Context: an optimization exercise on an open-source flow, tuned for small area. The choices shown serve that exercise and are no tape-out recipe.
RTL that was checked went through simulation tests only; none was proved equivalent to the original.

Setup of run A:
==> flow/design.v (excerpt) <==
module fixed_point_divider #(
    IN_WIDTH = 12,
    OUT_WIDTH = 12
) (
    input clk,
    input rst_n,
    input logic din_valid,
    input  logic signed [ IN_WIDTH-1:0] rs1,
    input  logic signed [ IN_WIDTH-1:0] rs2,
    output logic        [OUT_WIDTH-1:0] rd,
    output logic                        dout_valid
);
make LEC_CHECK=0 CAP_MARGIN=20 CORE_MARGIN=2 CORE_UTILIZATION=40 SLEW_MARGIN=20 finish   # period 10.0 ns
run.sh (not shown) runs the stock make flow with config.mk's settings and CLKGATE_MAP_FILE= SYNTH_SCRIPT=/design/flow/synth_recipe.tcl, a recipe that flattens the netlist after the stock synthesis.
Run A finished all stages; the layout is clean.
--- input diff run A..run B ---
# run A
export LEC_CHECK = 0
export CAP_MARGIN = 20
export CORE_MARGIN = 2
export CORE_UTILIZATION = 40
export SLEW_MARGIN = 20
create_clock -name core_clock -period 10.0 [get_ports {clk}]
# run B
export LEC_CHECK = 0
export CAP_MARGIN = 20
export CORE_MARGIN = 2
export CORE_UTILIZATION = 60
export CTS_BUF_LIST = sky130_fd_sc_hd__clkbuf_16
export CTS_CLUSTER_DIAMETER = 80
export CTS_CLUSTER_SIZE = 30
export SLEW_MARGIN = 20
create_clock -name core_clock -period 10.0 [get_ports {clk}]
## What came out
For run A, the startpoint of the worst setup timing path was B_p3[0], unlike run B, where it was B_p5[0].
Summary of run B over run A: average wire per standard cell picked up an extra 1.3 um, via count of the first global-routing pass went up, first-pass GRT wire length now sits at about the same level.
Run B: worst setup slack before clock tree synthesis 0.074 ns above run A
| hold slack | run B vs run A | better |
Delta (run B minus run A): met1 layer wirelength in the final routing barely changed, via total after detailed routing dropped 76.
### run B -> run C
# run B
export LEC_CHECK = 0
export CAP_MARGIN = 20
export CORE_MARGIN = 2
export CORE_UTILIZATION = 60
export CTS_BUF_LIST = sky130_fd_sc_hd__clkbuf_16
export CTS_CLUSTER_DIAMETER = 80
export CTS_CLUSTER_SIZE = 30
export SLEW_MARGIN = 20
create_clock -name core_clock -period 10.0 [get_ports {clk}]
# run C
export LEC_CHECK = 0
export CAP_MARGIN = 20
export CORE_MARGIN = 2
export CORE_UTILIZATION = 60
export CTS_BUF_LIST = sky130_fd_sc_hd__clkbuf_8
export CTS_CLUSTER_DIAMETER = 50
export CTS_CLUSTER_SIZE = 20
export SLEW_MARGIN = 20
create_clock -name core_clock -period 10.0 [get_ports {clk}]
[summary]
Compared run C vs run B, and slew at the pin closest to its max-slew limit is up in run C. Run C vs. run B: hold slack climbed 0.015 ns, count of standard-cell rows barely changed, via count of the first global-routing pass climbed 2.7%.
> inputs changed (run C -> run D)
# run C
export LEC_CHECK = 0
export CAP_MARGIN = 20
export CORE_MARGIN = 2
export CORE_UTILIZATION = 60
export CTS_BUF_LIST = sky130_fd_sc_hd__clkbuf_8
export CTS_CLUSTER_DIAMETER = 50
export CTS_CLUSTER_SIZE = 20
export SLEW_MARGIN = 20
create_clock -name core_clock -period 10.0 [get_ports {clk}]
# run D
export LEC_CHECK = 0
export CAP_MARGIN = 20
export CORE_MARGIN = 2
export CORE_UTILIZATION = 60
export CTS_BUF_LIST = sky130_fd_sc_hd__clkbuf_8
export SLEW_MARGIN = 20
create_clock -name core_clock -period 10.0 [get_ports {clk}]
## What came out
[compare] base=run C new=run D: met1 layer wirelength in the final routing picked up an extra 0.65%; total wire length after detailed routing higher.
Layout overhead on the synthesized area sits higher in run D than in run C.
| worst hold slack across all endpoints | run D vs run C | 0.041 ns lower |
Of the two values seen for end point of the critical path, r_p6[7] was produced by run C and r_p6[9] by run D.
Changes observed in run D relative to run C: non-clock buffer instance count of the final layout saw little to no change, core utilization of the finished layout saw an increase.
Run D | status: complete | timing, DRC, antenna: pass
Compared with run C, run D shows a lower sequential share of cell area.

========
v26:
fixed_point_divider, a different RTL version from the one above (not shown whole).
For scale: about 40 I/O pins.
==> flow/config.mk <==
export PLATFORM = sky130hd
export DESIGN_NAME = fixed_point_divider
export DESIGN_NICKNAME = fixed_point_divider
export VERILOG_FILES = /design/flow/design.v
export SDC_FILE = /design/flow/constraint.sdc
export NUM_CORES = 4
export LEC_CHECK = 0
export CAP_MARGIN = 20
export CORE_MARGIN = 2
export CORE_UTILIZATION = 75
export PLACE_DENSITY = 0.85
export SLEW_MARGIN = 20
==> flow/constraint.sdc <==
create_clock -name core_clock -period 10.0 [get_ports {clk}]
set_input_delay 2.0000 -clock core_clock [delete_from_list [all_inputs] [get_ports {clk}]]
set_output_delay 2.0000 -clock core_clock [all_outputs]
set_load 0.01 [all_outputs]
standard.sh (not shown) runs the stock make flow with config.mk's settings and CLKGATE_MAP_FILE= SYNTH_SCRIPT=/design/flow/synth_recipe.tcl, a recipe that flattens the netlist after the stock synthesis.
==> flow/flow/run.sh <==
#!/bin/bash
# Layout flow: the standard ORFS flow (standard.sh), with two changes to
# how the layout is built:
#  - ports are buffered with sky130_fd_sc_hd__buf_1 instead of the buffer
#    ORFS picks by itself (a 10 um2 clock-delay buffer);
#  - clock tree synthesis uses clkbuf_8 leaf clusters and no dummy loads.
# Everything else (synthesis, floorplan, power grid, placement, routing) is
# the standard flow.  The full output goes to flow.log in this folder; the
# per-step ORFS logs are under orfs/logs/.
set -euo pipefail
cd "$(dirname "$0")/.."
export BUFFER_PORTS_ARGS="-buffer_cell sky130_fd_sc_hd__buf_1"
export CTS_ARGS="-sink_clustering_enable -repair_clock_nets -dont_use_dummy_load -buf_list sky130_fd_sc_hd__clkbuf_8 -sink_clustering_size 18 -sink_clustering_max_diameter 50"
bash standard.sh > flow.log 2>&1
v26: done, clean on timing, DRC and antenna
Setup changes, v26 to v50
diff --git a/flow/flow/run.sh b/flow/flow/run.sh
--- a/flow/flow/run.sh
+++ b/flow/flow/run.sh
@@ -13 +13 @@
-export CTS_ARGS="-sink_clustering_enable -repair_clock_nets -dont_use_dummy_load -buf_list sky130_fd_sc_hd__clkbuf_8 -sink_clustering_size 18 -sink_clustering_max_diameter 50"
+export CTS_ARGS="-sink_clustering_enable -repair_clock_nets -dont_use_dummy_load -buf_list sky130_fd_sc_hd__clkbuf_16 -sink_clustering_size 36 -sink_clustering_max_diameter 60"
==> run summary <==
As of v50, wire length of the first global-routing pass had risen by a few percent compared to v26.
Comparing max-slew headroom at the worst pin for v26 and v50, the smaller number came from v26.
Compared v50 vs v26, and area added between synthesis and finish is up in v50.
Compared with v26, v50 shows instance count on the critical path higher by 2.
Routed wire length, v50 vs v26: up by a little under 10%
Number of design-rule violations left by the first detailed-router iteration ends up higher on v50.
Fmax: v50 below v26
Non-clock buffer count, v50 vs v26: up by a few percent
On final clock period utilization by the worst path: between v26 and v50, it ends up higher for v50.
What v17 does differently from v50 at the input level:
diff --git a/flow/flow/run.sh b/flow/flow/run.sh
--- a/flow/flow/run.sh
+++ b/flow/flow/run.sh
@@ -13 +13 @@
-export CTS_ARGS="-sink_clustering_enable -repair_clock_nets -dont_use_dummy_load -buf_list sky130_fd_sc_hd__clkbuf_16 -sink_clustering_size 36 -sink_clustering_max_diameter 60"
+export CTS_ARGS="-sink_clustering_enable -repair_clock_nets -dont_use_dummy_load -buf_list sky130_fd_sc_hd__clkbuf_8 sky130_fd_sc_hd__clkbuf_16 -sink_clustering_size 30 -sink_clustering_max_diameter 50"
Between v17 and v50, the sequential cell area fraction in the yosys report figures differ only marginally.
What ended v17 was a tool error in clock tree synthesis (4_1_cts); the run never finished.
From v17 to v50, synthesized area did not move at all.
There was hardly any difference in number of nets produced by synthesis between v50 and v17.
From v17 to v50, share of the synthesized netlist area taken by xor and xnor gates did not move at all.
Height of the chip: v50 vs v17, no meaningful difference
| routability-driven placement congestion ratio | v17 vs v50 | ≈ equal |
Summary of v17 over v50: post-synthesis simple-gate area fraction saw little to no change, fraction of the mapped netlist area in compound gates neither gained nor lost much, synthesized instance count did not really move.
Edits applied to the flow inputs when going from v17 to v1:
diff --git a/flow/flow/run.sh b/flow/flow/run.sh
--- a/flow/flow/run.sh
+++ b/flow/flow/run.sh
@@ -13 +13 @@
-export CTS_ARGS="-sink_clustering_enable -repair_clock_nets -dont_use_dummy_load -buf_list sky130_fd_sc_hd__clkbuf_8 sky130_fd_sc_hd__clkbuf_16 -sink_clustering_size 30 -sink_clustering_max_diameter 50"
+export CTS_ARGS="-sink_clustering_enable -repair_clock_nets -dont_use_dummy_load -buf_list sky130_fd_sc_hd__clkbuf_8 -sink_clustering_size 22 -sink_clustering_max_diameter 40"
Findings:
v17 -> v1: simple-gate share of the synthesized area delta 0, exact match. v1 -> v17: synthesized cell count delta 0, exact match. Changes observed in v1 relative to v17: post-placement cell area flat; detailed placer's ending HPWL level; multiplexer area fraction after synthesis level. Comparing v17 against v1, there is no change at all in number of distinct standard cells referenced by the synthesized netlist. Placement-stage worst setup slack: v17 vs v1 identical. Having completed the whole flow, v1 delivered a layout that passed the timing, DRC and antenna checks.
Input-level comparison between v49 and v1:
diff --git a/flow/flow/run.sh b/flow/flow/run.sh
--- a/flow/flow/run.sh
+++ b/flow/flow/run.sh
@@ -13 +13 @@
-export CTS_ARGS="-sink_clustering_enable -repair_clock_nets -dont_use_dummy_load -buf_list sky130_fd_sc_hd__clkbuf_8 -sink_clustering_size 22 -sink_clustering_max_diameter 40"
+export CTS_ARGS="-sink_clustering_enable -repair_clock_nets -dont_use_dummy_load -buf_list sky130_fd_sc_hd__clkbuf_16 -sink_clustering_size 30 -sink_clustering_max_diameter 50"
v49 against v1: post-synthesis to final-layout area growth went up 0.93 points, clock transition at the register clock pins on the worst setup and hold paths after CTS went down 0.02 ns, final hold slack held. Core util | v49 vs v1 | v49 higher. Compared with v1, v49 ends up with a larger final cell area. NOTE iteration-0 DRC count of the detailed router v1->v49 increased by more than half. Diff v49..v1 | die area | unchanged. Initial antenna violation count across v49 and v1: no real change.
Function was not checked in any run of this note: the RTL went through the layout flow alone.

========
## job 6998
fixed_point_divider, a different RTL version from the one above (not shown whole).
Size: about 830 cells after synthesis, roughly 360 flip-flops, about 40 I/O pins.
clock: 10.0 ns
lec_check: 0
cap_margin: 20
core_margin: 2
core_utilization: 70
slew_margin: 20
==> flow/flow/run.sh <==
#!/bin/bash
# Layout flow: the standard ORFS flow (standard.sh), with two changes to
# how the layout is built:
#  - ports are buffered with sky130_fd_sc_hd__buf_1 instead of the buffer
#    ORFS picks by itself (a 10 um2 clock-delay buffer);
#  - clock tree synthesis uses clkbuf_8 leaf clusters and no dummy loads.
# Everything else (synthesis, floorplan, power grid, placement, routing) is
# the standard flow.  The full output goes to flow.log in this folder; the
# per-step ORFS logs are under orfs/logs/.
set -euo pipefail
cd "$(dirname "$0")/.."
export BUFFER_PORTS_ARGS="-buffer_cell sky130_fd_sc_hd__buf_1"
export CTS_ARGS="-sink_clustering_enable -repair_clock_nets -dont_use_dummy_load -buf_list sky130_fd_sc_hd__clkbuf_8 -sink_clustering_size 22 -sink_clustering_max_diameter 50"
bash standard.sh > flow.log 2>&1
#### Input delta (job 786 over job 6998)
--- a/flow/config.mk
+++ b/flow/config.mk
@@ -9,3 +9,4 @@
 export CORE_MARGIN = 2
-export CORE_UTILIZATION = 70
+export CORE_UTILIZATION = 75
+export PLACE_DENSITY = 0.85
 export SLEW_MARGIN = 20
Findings:
Summary of job 786 over job 6998: time the final worst path needs with I/O delays and setup now sits lower. Relative to job 6998, clock-buffer cell count decreased by 3 in job 786.

========
fixed_point_divider, a different RTL version from the one above (not shown whole).
Size: ~860 cells after synthesis, ~12000 um2 of cells after synthesis.
Design fixed_point_divider, start of the top module:
module fixed_point_divider #(
    IN_WIDTH = 12,
    OUT_WIDTH = 12
) (
    input clk,
    input rst_n,
    input logic din_valid,
    input  logic signed [ IN_WIDTH-1:0] rs1,
    input  logic signed [ IN_WIDTH-1:0] rs2,
    output logic        [OUT_WIDTH-1:0] rd,
    output logic                        dout_valid
);
export LEC_CHECK = 0
export CAP_MARGIN = 20
export CORE_MARGIN = 2
export CORE_UTILIZATION = 70
export SLEW_MARGIN = 20
create_clock -name core_clock -period 10.0 [get_ports {clk}]
==> flow/flow/run.sh <==
#!/bin/bash
# Layout flow: the standard ORFS flow (standard.sh), with two changes to
# how the layout is built:
#  - ports are buffered with sky130_fd_sc_hd__buf_1 instead of the buffer
#    ORFS picks by itself (a 10 um2 clock-delay buffer);
#  - clock tree synthesis uses clkbuf_8 leaf clusters and no dummy loads.
# Everything else (synthesis, floorplan, power grid, placement, routing) is
# the standard flow.  The full output goes to flow.log in this folder; the
# per-step ORFS logs are under orfs/logs/.
set -euo pipefail
cd "$(dirname "$0")/.."
export BUFFER_PORTS_ARGS="-buffer_cell sky130_fd_sc_hd__buf_1"
export CTS_ARGS="-sink_clustering_enable -repair_clock_nets -dont_use_dummy_load -buf_list sky130_fd_sc_hd__clkbuf_4 -sink_clustering_size 10 -sink_clustering_max_diameter 30"
bash standard.sh > flow.log 2>&1
The baseline passed the timing, DRC and antenna checks.
Edit:
--- a/flow/flow/run.sh
+++ b/flow/flow/run.sh
@@ -12,3 +12,3 @@
 export BUFFER_PORTS_ARGS="-buffer_cell sky130_fd_sc_hd__buf_1"
-export CTS_ARGS="-sink_clustering_enable -repair_clock_nets -dont_use_dummy_load -buf_list sky130_fd_sc_hd__clkbuf_4 -sink_clustering_size 10 -sink_clustering_max_diameter 30"
+export CTS_ARGS="-sink_clustering_enable -repair_clock_nets -dont_use_dummy_load -buf_list sky130_fd_sc_hd__clkbuf_8 -sink_clustering_size 22 -sink_clustering_max_diameter 50"
 bash standard.sh > flow.log 2>&1
The changed run ran to the end with no violations.
Routed wire length decreases slightly.
Worst setup slack improves by 0.020 ns.
Critical path depth does not change.
Cell area is about the same.
Synthesized cell count stays the same.
Utilization is about the same.
Cell count is lower slightly.
First-iteration DRC count goes up by about a fifth.

========
Another version of the RTL of fixed_point_divider (not shown whole).
For scale: roughly 860 cells after synthesis, ~370 flip-flops, roughly 40 I/O pins, about 12,000 µm² of cells after synthesis.
clock: 10.0 ns
lec_check: 0
cap_margin: 20
core_margin: 2
core_utilization: 60
slew_margin: 20
==> flow/flow/run.sh <==
#!/bin/bash
# Layout flow: the standard ORFS flow (standard.sh), with two changes to
# how the layout is built:
#  - ports are buffered with sky130_fd_sc_hd__buf_1 instead of the buffer
#    ORFS picks by itself (a 10 um2 clock-delay buffer);
#  - clock tree synthesis uses clkbuf_8 leaf clusters and no dummy loads.
# Everything else (synthesis, floorplan, power grid, placement, routing) is
# the standard flow.  The full output goes to flow.log in this folder; the
# per-step ORFS logs are under orfs/logs/.
set -euo pipefail
cd "$(dirname "$0")/.."
export BUFFER_PORTS_ARGS="-buffer_cell sky130_fd_sc_hd__buf_1"
export CTS_ARGS="-sink_clustering_enable -repair_clock_nets -dont_use_dummy_load -buf_list sky130_fd_sc_hd__clkbuf_8 -sink_clustering_size 20 -sink_clustering_max_diameter 50"
bash standard.sh > flow.log 2>&1
==> next run, changes <==
==> flow/run.sh (new file) <==
#!/bin/bash
# synth_recipe.tcl (not shown) runs the flow's synth.tcl, then flattens the netlist and writes it again
# the make line also repeats each setting of config.mk as NAME=value (left out here)
make -C /OpenROAD-flow-scripts/flow DESIGN_CONFIG=/design/flow/config.mk WORK_HOME=/design/flow/orfs CLKGATE_MAP_FILE= SYNTH_SCRIPT=/design/flow/synth_recipe.tcl finish
--- a/flow/config.mk
+++ b/flow/config.mk
@@ -9,3 +9,6 @@
 export CORE_MARGIN = 2
 export CORE_UTILIZATION = 60
+export CTS_BUF_LIST = sky130_fd_sc_hd__clkbuf_8
+export CTS_CLUSTER_DIAMETER = 50
+export CTS_CLUSTER_SIZE = 20
 export SLEW_MARGIN = 20
removed: flow/flow/run.sh
removed: flow/standard.sh
Outcome: Cell area is higher by 3.2%. Sequential share of layout area drops by 1.8 points.
==> next run, changes <==
==> flow/flow/run.sh (new file) <==
#!/bin/bash
# Layout flow: the standard ORFS flow (standard.sh), with two changes to
# how the layout is built:
#  - ports are buffered with sky130_fd_sc_hd__buf_1 instead of the buffer
#    ORFS picks by itself (a 10 um2 clock-delay buffer);
#  - clock tree synthesis uses clkbuf_8 leaf clusters and no dummy loads.
# Everything else (synthesis, floorplan, power grid, placement, routing) is
# the standard flow.  The full output goes to flow.log in this folder; the
# per-step ORFS logs are under orfs/logs/.
set -euo pipefail
cd "$(dirname "$0")/.."
export BUFFER_PORTS_ARGS="-buffer_cell sky130_fd_sc_hd__buf_1"
export CTS_ARGS="-sink_clustering_enable -repair_clock_nets -dont_use_dummy_load -buf_list sky130_fd_sc_hd__clkbuf_8 -sink_clustering_size 24 -sink_clustering_max_diameter 60"
bash standard.sh > flow.log 2>&1
==> flow/standard.sh (new file) <==
#!/bin/bash
# synth_recipe.tcl (not shown) runs the flow's synth.tcl, then flattens the netlist and writes it again
# the make line also repeats each setting of config.mk as NAME=value (left out here)
make -C /OpenROAD-flow-scripts/flow DESIGN_CONFIG=/design/flow/config.mk WORK_HOME=/design/flow/orfs CLKGATE_MAP_FILE= SYNTH_SCRIPT=/design/flow/synth_recipe.tcl "${@:-finish}"
--- a/flow/config.mk
+++ b/flow/config.mk
@@ -8,7 +8,4 @@
 export CAP_MARGIN = 20
 export CORE_MARGIN = 2
-export CORE_UTILIZATION = 60
-export CTS_BUF_LIST = sky130_fd_sc_hd__clkbuf_8
-export CTS_CLUSTER_DIAMETER = 50
-export CTS_CLUSTER_SIZE = 20
+export CORE_UTILIZATION = 70
 export SLEW_MARGIN = 20
removed: flow/run.sh
What happened: The changed run finished clean; fmax shrinks by 0.34%; cell area is lower by 4.3%; global-route usage goes up by 2.5 points; die area went down by 14%; setup slack loses 31 ps; final cell count goes down by 6.1%.
==> next run, changes <==
--- a/flow/config.mk
+++ b/flow/config.mk
@@ -8,4 +8,4 @@
 export CAP_MARGIN = 20
 export CORE_MARGIN = 2
-export CORE_UTILIZATION = 70
+export CORE_UTILIZATION = 60
 export SLEW_MARGIN = 20
What happened: Die area went up by 16%; hold slack loses 55 ps; clock-buffer cell count went up by 3; fmax went down by 0.47%; routed wire length went down by 2.1%; clock skew went down by 6.7 ps; cell area went up by 0.79%.
No run of this note included a check of the RTL's function; only the layout flow was run.

## what the ideal ports hide
Ports are ideal in the flow. The routed layouts listed here were re-timed in OpenROAD.
Step 1 sets driving cells, clkbuf_16 on the clock port and buf_2 on the other inputs (assumed; they add their load-dependent delay and slew).
Step 2 times the ports against the registers' clock, not the clock port: input delays grow and output delays shrink by t, the midpoint of the rising clock arrivals with the driver on.
a / b / c = ideal ports / drivers / drivers and shift; a / b = the first two.
run	shift t [ns]	setup slack, ns	worst data-port slew with drivers (ns)
run A	0.564	0.368 / 0.368 / 0.368	0.03
run B	0.546	0.377 / 0.377 / 0.377	0.04
run C	0.569	0.371 / 0.371 / 0.371	0.04
run D	0.626	0.392 / 0.392 / 0.392	0.04
v26	0.570	0.388 / 0.388 / 0.388	0.05
v50	0.522	0.353 / 0.353 / 0.353	0.06
v1	0.548	0.338 / 0.338 / 0.338	0.06
v49	0.550	0.140 / 0.140 / 0.140	0.06
job 6998	0.565	0.391 / 0.391 / 0.391	0.04
job 786	0.560	0.485 / 0.485 / 0.485	0.04
the first run of note 4	0.647	0.496 / 0.496 / 0.496	0.04
the second run of note 4	0.568	0.517 / 0.517 / 0.517	0.04
the first run of note 5	0.564	0.643 / 0.643 / 0.643	0.03
the second run of note 5	0.615	0.713 / 0.713 / 0.713	0.04
the third run of note 5	0.552	0.682 / 0.682 / 0.682	0.03
the fourth run of note 5	0.547	0.637 / 0.637 / 0.637	0.03
After both steps every run listed still meets setup and hold.
